What follows belongs to an exercise in optimizing a design on an open flow for small area, a short achievable clock period and few clock cycles per item; a production flow would make more cautious choices. At most, simulation tests tie the RTL to the original design; equivalence was not proved. No driver is modelled on the clock port, so clock power and skew are understated where the tree is cut down; a real chip needs a root buffer or a tree. Power is estimated from default activity; no workload was simulated.

Setup of alpha:
==> module gaussian_stream, before the edit <==
module gaussian_stream
(
	input        clk,
	input        reset,
	input        on_switch,
	input  [7:0] input_fifo,
	input        input_fifo_valid,
	output       input_fifo_ready,
	output [7:0] output_fifo,
	output       output_fifo_valid,
	input        output_fifo_ready
);
localparam integer SLOTS = 6;      
reg        rdy;
reg  [7:0] in_reg;
reg        sh;            
wire       take = input_fifo_valid & rdy & ~reset;
always @(posedge clk) begin
	in_reg <= input_fifo;
	sh <= take;
end
reg [511:0] ring0, ring1, ring2, ring3;
reg  [31:0] ev;           
wire [7:0] out0 = ring0[511:504];
wire [7:0] out1 = ring1[511:504];
wire [7:0] out2 = ring2[511:504];
wire [7:0] out3 = ring3[511:504];
always @(posedge clk) begin
	ring0 <= {ring0[503:0], sh ? in_reg : out0};
	ring1 <= {ring1[503:0], sh ? out0 : out1};
	ring2 <= {ring2[503:0], sh ? out1 : out2};
	ring3 <= {ring3[503:0], sh ? out2 : out3};
	if (sh) ev <= {ev[23:0], out3};
end
function [7:0] win;
	input integer m, n;
	reg [511:0] r;
	begin
		if (n == 4) begin
			case (m)
			4: win = in_reg;
			3: win = out0;
			2: win = out1;
			1: win = out2;
			default: win = out3;
			endcase
		end else begin
			case (m)
			4: r = ring0;
			3: r = ring1;
			2: r = ring2;
			default: r = ring3;
			endcase
			if (m == 0) win = ev[8*(3-n) +: 8];
			else win = r[8*(3-n) +: 8];
		end
	end
endfunction
wire [7:0] ctr_1 = ring2[8*2 +: 8];
wire [7:0] ctr_2 = ring2[8*3 +: 8];
reg [10:0] pos;
reg        primed;
reg  [5:0] lead;
wire [5:0] px = pos[5:0];
wire [4:0] py = pos[10:6];
wire border = ~on_switch | (px < 6'd2) | (px > 6'd61) | (py < 5'd2) | (py > 5'd29);
always @(posedge clk) begin
	if (reset) begin
		pos <= 11'd1918;       
		primed <= 1'b0;
		lead <= 6'd1;
	end else begin
		lead <= sh ? lead : lead + 6'd1;
		if (sh) begin
			pos <= pos + 11'd1;
			if (pos == 11'd2047) primed <= 1'b1;
		end
	end
end
reg        v1, b1;
reg  [9:0] c1, c3a, c3b, c4, c8, c10;
always @(posedge clk) begin
	v1 <= ~reset & sh & primed;
	b1 <= border;
	c1  <= win(0, 0) + win(0, 4) + win(4, 0) + win(4, 4);
	c3a <= win(0, 1) + win(0, 3) + win(1, 0) + win(3, 0);
	c3b <= win(4, 1) + win(4, 3) + win(1, 4) + win(3, 4);
	c4  <= win(0, 2) + win(2, 0) + win(4, 2) + win(2, 4);
	c8  <= win(1, 1) + win(1, 3) + win(3, 1) + win(3, 3);
	c10 <= win(1, 2) + win(2, 1) + win(3, 2) + win(2, 3);
end
reg        v2, b2;
reg [12:0] w1, w2;
reg [11:0] w3;
always @(posedge clk) begin
	v2 <= ~reset & v1;
	b2 <= b1;
	w1 <= c1 + c3a + c3b + {c4, 2'b00};
	w2 <= c3a + c3b + {c8, 2'b00} + c10;
	w3 <= {c10, 1'b0} + {ctr_1, 1'b0} + ctr_1;
end
reg        v3;
reg  [7:0] res;
wire [14:0] s = w1 + {w2, 1'b0} + {w3, 2'b00};
always @(posedge clk) begin
	v3 <= ~reset & v2;
	res <= b2 ? ctr_2 : s[14:7];
end
reg        ovalid;
reg  [7:0] odata;
reg  [7:0] mem [0:SLOTS-1];
reg  [2:0] wp, rp;
reg  [2:0] cnt;
reg  [2:0] occ;
wire       push = v3;
wire       pop = ovalid & output_fifo_ready;
wire [2:0] wp1 = (wp == SLOTS - 1) ? 3'd0 : wp + 3'd1;
wire [2:0] rp1 = (rp == SLOTS - 1) ? 3'd0 : rp + 3'd1;
wire [7:0] head0 = mem[rp];
wire [7:0] head1 = mem[rp1];
wire       empty0 = cnt == 3'd0;
wire       empty1 = cnt == 3'd1;
wire       left_empty = empty0 | (empty1 & pop);    
wire       drop = sh & ~primed;                     
wire [2:0] occ_b = occ - {2'b00, drop};
wire       room_p = occ_b < SLOTS - 1;
wire       room_0 = occ_b < SLOTS;
wire       eq0 = lead == {5'd0, sh};
wire       eq1 = lead == {5'd0, sh} + 6'd1;
always @(posedge clk) begin
	if (push) mem[wp] <= res;
	odata <= left_empty ? res : pop ? head1 : head0;
	if (reset) begin
		ovalid <= 1'b0;
		wp <= 3'd0;
		rp <= 3'd0;
		cnt <= 3'd0;
		occ <= 3'd0;
		rdy <= 1'b1;
	end else begin
		ovalid <= push | ~left_empty;
		if (push) wp <= wp1;
		if (pop) rp <= rp1;
		cnt <= pop ? (push ? cnt : cnt - 3'd1) : (push ? cnt + 3'd1 : cnt);
		occ <= take ? (pop ? occ_b : occ_b + 3'd1) : (pop ? occ_b - 3'd1 : occ_b);
		rdy <= take ? (eq1 & (pop ? room_0 : room_p)) : (eq0 & (pop | room_0));
	end
end
assign input_fifo_ready = rdy;
assign output_fifo = odata;
assign output_fifo_valid = ovalid;
endmodule
clock: 10.0 ns
lec_check: 0
cap_margin: 20
core_margin: 2
core_utilization: 60
cts_cluster_diameter: 80
cts_cluster_size: 30
place_density: 0.7
slew_margin: 20
standard.sh (not shown) runs the stock make flow with config.mk's settings and CLKGATE_MAP_FILE= SYNTH_SCRIPT=/design/flow/synth_recipe.tcl, a recipe that flattens the netlist after the stock synthesis.
==> flow/flow/run.sh <==
#!/bin/bash
set -euo pipefail
here=$(pwd)
bash standard.sh SETUP_SLACK_MARGIN=7.2 \
  "CTS_ARGS=-sink_clustering_enable -repair_clock_nets -sink_clustering_size 30 -sink_clustering_max_diameter 80 -dont_use_dummy_load" \
  POST_CTS_TCL="$here/flow/clktop.tcl" finish > standard_flow.log 2>&1
Other scripts of this flow, unchanged in this note and not shown: flow/flow/clktop.tcl
alpha finished all stages; the layout is clean.
Inputs modified between alpha and beta:
--- a/flow/design.v
+++ b/flow/design.v
@@ -8,13 +8,13 @@
 	input        input_fifo_valid,
 	output       input_fifo_ready,
 	output [7:0] output_fifo,
 	output       output_fifo_valid,
 	input        output_fifo_ready
 );
-localparam integer SLOTS = 6;      
+localparam integer SLOTS = 5;      
 reg        rdy;
 reg  [7:0] in_reg;
 reg        sh;            
 wire       take = input_fifo_valid & rdy & ~reset;
 always @(posedge clk) begin
 	in_reg <= input_fifo;
@@ -97,26 +97,21 @@
 	v2 <= ~reset & v1;
 	b2 <= b1;
 	w1 <= c1 + c3a + c3b + {c4, 2'b00};
 	w2 <= c3a + c3b + {c8, 2'b00} + c10;
 	w3 <= {c10, 1'b0} + {ctr_1, 1'b0} + ctr_1;
 end
-reg        v3;
-reg  [7:0] res;
 wire [14:0] s = w1 + {w2, 1'b0} + {w3, 2'b00};
-always @(posedge clk) begin
-	v3 <= ~reset & v2;
-	res <= b2 ? ctr_2 : s[14:7];
-end
+wire  [7:0] res = b2 ? ctr_2 : s[14:7];
 reg        ovalid;
 reg  [7:0] odata;
 reg  [7:0] mem [0:SLOTS-1];
 reg  [2:0] wp, rp;
 reg  [2:0] cnt;
 reg  [2:0] occ;
-wire       push = v3;
+wire       push = v2;
 wire       pop = ovalid & output_fifo_ready;
 wire [2:0] wp1 = (wp == SLOTS - 1) ? 3'd0 : wp + 3'd1;
 wire [2:0] rp1 = (rp == SLOTS - 1) ? 3'd0 : rp + 3'd1;
 wire [7:0] head0 = mem[rp];
 wire [7:0] head1 = mem[rp1];
 wire       empty0 = cnt == 3'd0;
Results
- The flow did not stop early for beta: all stages ran, and the layout cleared the timing, DRC and antenna checks.
- Compared alpha against beta; share of synthesized cell area in and, or, nand and nor gates within noise.
- Diff alpha..beta | synthesized netlist cell count | negligible
- beta vs alpha — max-slew headroom at the worst pin dropped 0.39 points.
- [compare] base=alpha new=beta: routed wire length per instance went down, combinational group share of total power went down, minimum clock period went up.
- Relative to alpha, met1 routed wirelength after detailed routing has gone down in beta.
- Of alpha and beta, the lower total track usage belongs to beta.
- Summary: fmax, beta worse than alpha
- Top-level I/O count: beta vs alpha identical
- beta vs. alpha: utilization +0.25 points, clock network power share +0.2 points, routed wire length -about 4.5%, non-clock inverter count in the final layout +17.
No run of this note included a check of the RTL's function; only the layout flow was run.


== old ==
Another version of the RTL of gaussian_stream (not shown whole).
Size in the first run: roughly 2300 flip-flops, ~23 I/O pins, ~0.057 mm2 of cells after synthesis.
==> module gaussian_stream, before the edit <==
module gaussian_stream
(
	input        clk,
	input        reset,
	input        on_switch,
	input  [7:0] input_fifo,
	input        input_fifo_valid,
	output       input_fifo_ready,
	output [7:0] output_fifo,
	output       output_fifo_valid,
	input        output_fifo_ready
);
localparam integer SLOTS = 7;      
reg        rdy;
reg  [7:0] in_reg;
reg        sh;            
wire       take = input_fifo_valid & rdy & ~reset;
always @(posedge clk) begin
	in_reg <= input_fifo;
	sh <= take;
end
reg [511:0] ring0, ring1, ring2, ring3;
reg  [31:0] ev;           
wire [7:0] out0 = ring0[511:504];
wire [7:0] out1 = ring1[511:504];
wire [7:0] out2 = ring2[511:504];
wire [7:0] out3 = ring3[511:504];
always @(posedge clk) begin
	ring0 <= {ring0[503:0], sh ? in_reg : out0};
	ring1 <= {ring1[503:0], sh ? out0 : out1};
	ring2 <= {ring2[503:0], sh ? out1 : out2};
	ring3 <= {ring3[503:0], sh ? out2 : out3};
	if (sh) ev <= {ev[23:0], out3};
end
function [7:0] win;
	input integer m, n;
	reg [511:0] r;
	begin
		if (n == 4) begin
			case (m)
			4: win = in_reg;
			3: win = out0;
			2: win = out1;
			1: win = out2;
			default: win = out3;
			endcase
		end else begin
			case (m)
			4: r = ring0;
			3: r = ring1;
			2: r = ring2;
			default: r = ring3;
			endcase
			if (m == 0) win = ev[8*(3-n) +: 8];
			else win = r[8*(3-n) +: 8];
		end
	end
endfunction
wire [7:0] ctr_1 = ring2[8*2 +: 8];
wire [7:0] ctr_3 = ring2[8*4 +: 8];
reg [10:0] pos;
reg        primed;
reg  [5:0] lead;
wire [5:0] px = pos[5:0];
wire [4:0] py = pos[10:6];
wire border = ~on_switch | (px < 6'd2) | (px > 6'd61) | (py < 5'd2) | (py > 5'd29);
always @(posedge clk) begin
	if (reset) begin
		pos <= 11'd1918;       
		primed <= 1'b0;
		lead <= 6'd1;
	end else begin
		lead <= sh ? lead : lead + 6'd1;
		if (sh) begin
			pos <= pos + 11'd1;
			if (pos == 11'd2047) primed <= 1'b1;
		end
	end
end
reg        v1, b1;
reg  [9:0] c1, c3a, c3b, c4, c8, c10;
always @(posedge clk) begin
	v1 <= ~reset & sh & primed;
	b1 <= border;
	c1  <= win(0, 0) + win(0, 4) + win(4, 0) + win(4, 4);
	c3a <= win(0, 1) + win(0, 3) + win(1, 0) + win(3, 0);
	c3b <= win(4, 1) + win(4, 3) + win(1, 4) + win(3, 4);
	c4  <= win(0, 2) + win(2, 0) + win(4, 2) + win(2, 4);
	c8  <= win(1, 1) + win(1, 3) + win(3, 1) + win(3, 3);
	c10 <= win(1, 2) + win(2, 1) + win(3, 2) + win(2, 3);
end
reg        v2, b2;
reg [10:0] sa;            
reg [11:0] sb, sd;        
reg [10:0] se;            
wire [11:0] a_sum = c1 + c3a + c3b;
always @(posedge clk) begin
	v2 <= ~reset & v1;
	b2 <= b1;
	sa <= a_sum[11:1];
	sb <= c3a + c3b + {c4, 1'b0};
	sd <= c8 + c10 + ctr_1;
	se <= c10 + {ctr_1, 1'b0};
end
wire [13:0] ta = {3'b000, sa};
wire [13:0] tb = {2'b00, sb};
wire [13:0] tc = {3'b000, se};
wire [13:0] td = {sd, 2'b00};
wire [13:0] x1 = ta ^ tb ^ tc;
wire [13:0] y1 = {(ta[12:0] & tb[12:0]) | (ta[12:0] & tc[12:0]) | (tb[12:0] & tc[12:0]), 1'b0};
wire [13:0] x2 = x1 ^ y1 ^ td;
wire [13:0] y2 = {(x1[12:0] & y1[12:0]) | (x1[12:0] & td[12:0]) | (y1[12:0] & td[12:0]), 1'b0};
wire  [6:0] low = x2[5:0] + y2[5:0];
reg        v3, b3;
reg  [7:0] hx, hy;
reg        hc;
always @(posedge clk) begin
	v3 <= ~reset & v2;
	b3 <= b2;
	hx <= x2[13:6];
	hy <= y2[13:6];
	hc <= low[6];
end
reg        v4;
reg  [7:0] res;
wire [7:0] h = hx + hy + {7'd0, hc};
always @(posedge clk) begin
	v4 <= ~reset & v3;
	res <= b3 ? ctr_3 : h;
end
reg        ovalid;
reg  [7:0] odata;
reg  [7:0] mem [0:SLOTS-1];
reg  [2:0] wp, rp;
reg  [2:0] cnt;
reg  [2:0] occ;
wire       push = v4;
wire       pop = ovalid & output_fifo_ready;
wire [2:0] wp1 = (wp == SLOTS - 1) ? 3'd0 : wp + 3'd1;
wire [2:0] rp1 = (rp == SLOTS - 1) ? 3'd0 : rp + 3'd1;
wire [7:0] head0 = mem[rp];
wire [7:0] head1 = mem[rp1];
wire       empty0 = cnt == 3'd0;
wire       empty1 = cnt == 3'd1;
wire       left_empty = empty0 | (empty1 & pop);    
wire       drop = sh & ~primed;                     
wire [2:0] occ_b = occ - {2'b00, drop};
wire       room_p = occ_b < SLOTS - 1;
wire       room_0 = occ_b < SLOTS;
wire       eq0 = lead == {5'd0, sh};
wire       eq1 = lead == {5'd0, sh} + 6'd1;
always @(posedge clk) begin
	if (push) mem[wp] <= res;
	odata <= left_empty ? res : pop ? head1 : head0;
	if (reset) begin
		ovalid <= 1'b0;
		wp <= 3'd0;
		rp <= 3'd0;
		cnt <= 3'd0;
		occ <= 3'd0;
		rdy <= 1'b1;
	end else begin
		ovalid <= push | ~left_empty;
		if (push) wp <= wp1;
		if (pop) rp <= rp1;
		cnt <= pop ? (push ? cnt : cnt - 3'd1) : (push ? cnt + 3'd1 : cnt);
		occ <= take ? (pop ? occ_b : occ_b + 3'd1) : (pop ? occ_b - 3'd1 : occ_b);
		rdy <= take ? (eq1 & (pop ? room_0 : room_p)) : (eq0 & (pop | room_0));
	end
end
assign input_fifo_ready = rdy;
assign output_fifo = odata;
assign output_fifo_valid = ovalid;
endmodule
Settings: LEC_CHECK=0, CAP_MARGIN=20, CORE_MARGIN=2, CORE_UTILIZATION=60, CTS_CLUSTER_DIAMETER=80, CTS_CLUSTER_SIZE=30, PLACE_DENSITY=0.7, SLEW_MARGIN=20; clock period 10.0 ns.
Scripts as last shown in full above: flow/flow/run.sh
Other scripts of this flow, unchanged in this note and not shown: flow/flow/clktop.tcl
Testbench counts of old, summed over its fixed seeds: cycles 49,200, items 49,152.
Here is what was changed in the inputs of new compared with old.
-- flow/design.v --
<<< old, line 12
	input        output_fifo_ready
);
localparam integer SLOTS = 7;      
reg        rdy;
reg  [7:0] in_reg;
>>> new, line 12
	input        output_fifo_ready
);
localparam integer SLOTS = 6;      
reg        rdy;
reg  [7:0] in_reg;
<<< old, line 123
	hc <= low[6];
end
reg        v4;
reg  [7:0] res;
wire [7:0] h = hx + hy + {7'd0, hc};
always @(posedge clk) begin
	v4 <= ~reset & v3;
	res <= b3 ? ctr_3 : h;
end
reg        ovalid;
reg  [7:0] odata;
>>> new, line 123
	hc <= low[6];
end
wire [7:0] h = hx + hy + {7'd0, hc};
wire [7:0] res = b3 ? ctr_3 : h;
reg        ovalid;
reg  [7:0] odata;
<<< old, line 136
reg  [2:0] cnt;
reg  [2:0] occ;
wire       push = v4;
wire       pop = ovalid & output_fifo_ready;
wire [2:0] wp1 = (wp == SLOTS - 1) ? 3'd0 : wp + 3'd1;
>>> new, line 131
reg  [2:0] cnt;
reg  [2:0] occ;
wire       push = v3;
wire       pop = ovalid & output_fifo_ready;
wire [2:0] wp1 = (wp == SLOTS - 1) ? 3'd0 : wp + 3'd1;
Results
Between new and old, the total global-route track usage does not differ in any meaningful way.
old → new: first-pass GRT wire length saw a decrease, ratio of routed vias to standard cells saw a decrease.
Of the two values seen for end of the critical path, output_fifo[7] was produced by old and output_fifo_valid by new.
Comparing new and old, the lower cell area after layout was measured on new.
new vs old, highest routed metal layer: met4 vs met5
In new, maximum frequency from static timing analysis is higher than in old.
Lower routed wire length goes to new over old.
Testbench counts of new, summed over its fixed seeds: cycles 49,192, items 49,152.

-- port drivers added, routing unchanged --
How much do the figures lean on ideal ports? The routed layouts below were timed once more, with nothing changed but the port constraints.
Step 1 (the two cells are an assumption about what drives the block):
set clk [get_ports {clk}]
set_driving_cell -lib_cell sky130_fd_sc_hd__clkbuf_16 $clk
set_driving_cell -lib_cell sky130_fd_sc_hd__buf_2 [delete_from_list [all_inputs] $clk]
Step 2 moves the port delays by t, midway between the first and last clock arrival at a register: inputs arrive t later, outputs are due t later. That takes back most of the time a late clock gives input paths.
a / b / c = ideal ports / drivers / drivers and shift; a / b = the first two.
run | t, ns | setup slack, ns | latest minus earliest clock arrival (ns) | slew at the worst register clock pin (ns)
alpha | 0.663 | 6.793 / 6.793 / 6.616 | 0.071 / 0.070 | 0.11 / 0.11
beta | 0.645 | 6.763 / 6.763 / 6.682 | 0.107 / 0.107 | 0.11 / 0.11
old | 0.654 | 7.023 / 6.881 / 6.656 | 0.083 / 0.083 | 0.12 / 0.12
new | 0.637 | 7.056 / 6.918 / 6.777 | 0.087 / 0.088 | 0.11 / 0.11
After both steps every run listed still meets setup and hold. For old, which loses most, drivers alone change the setup slack by -0.142 ns; drivers and shift together by -0.367 ns.
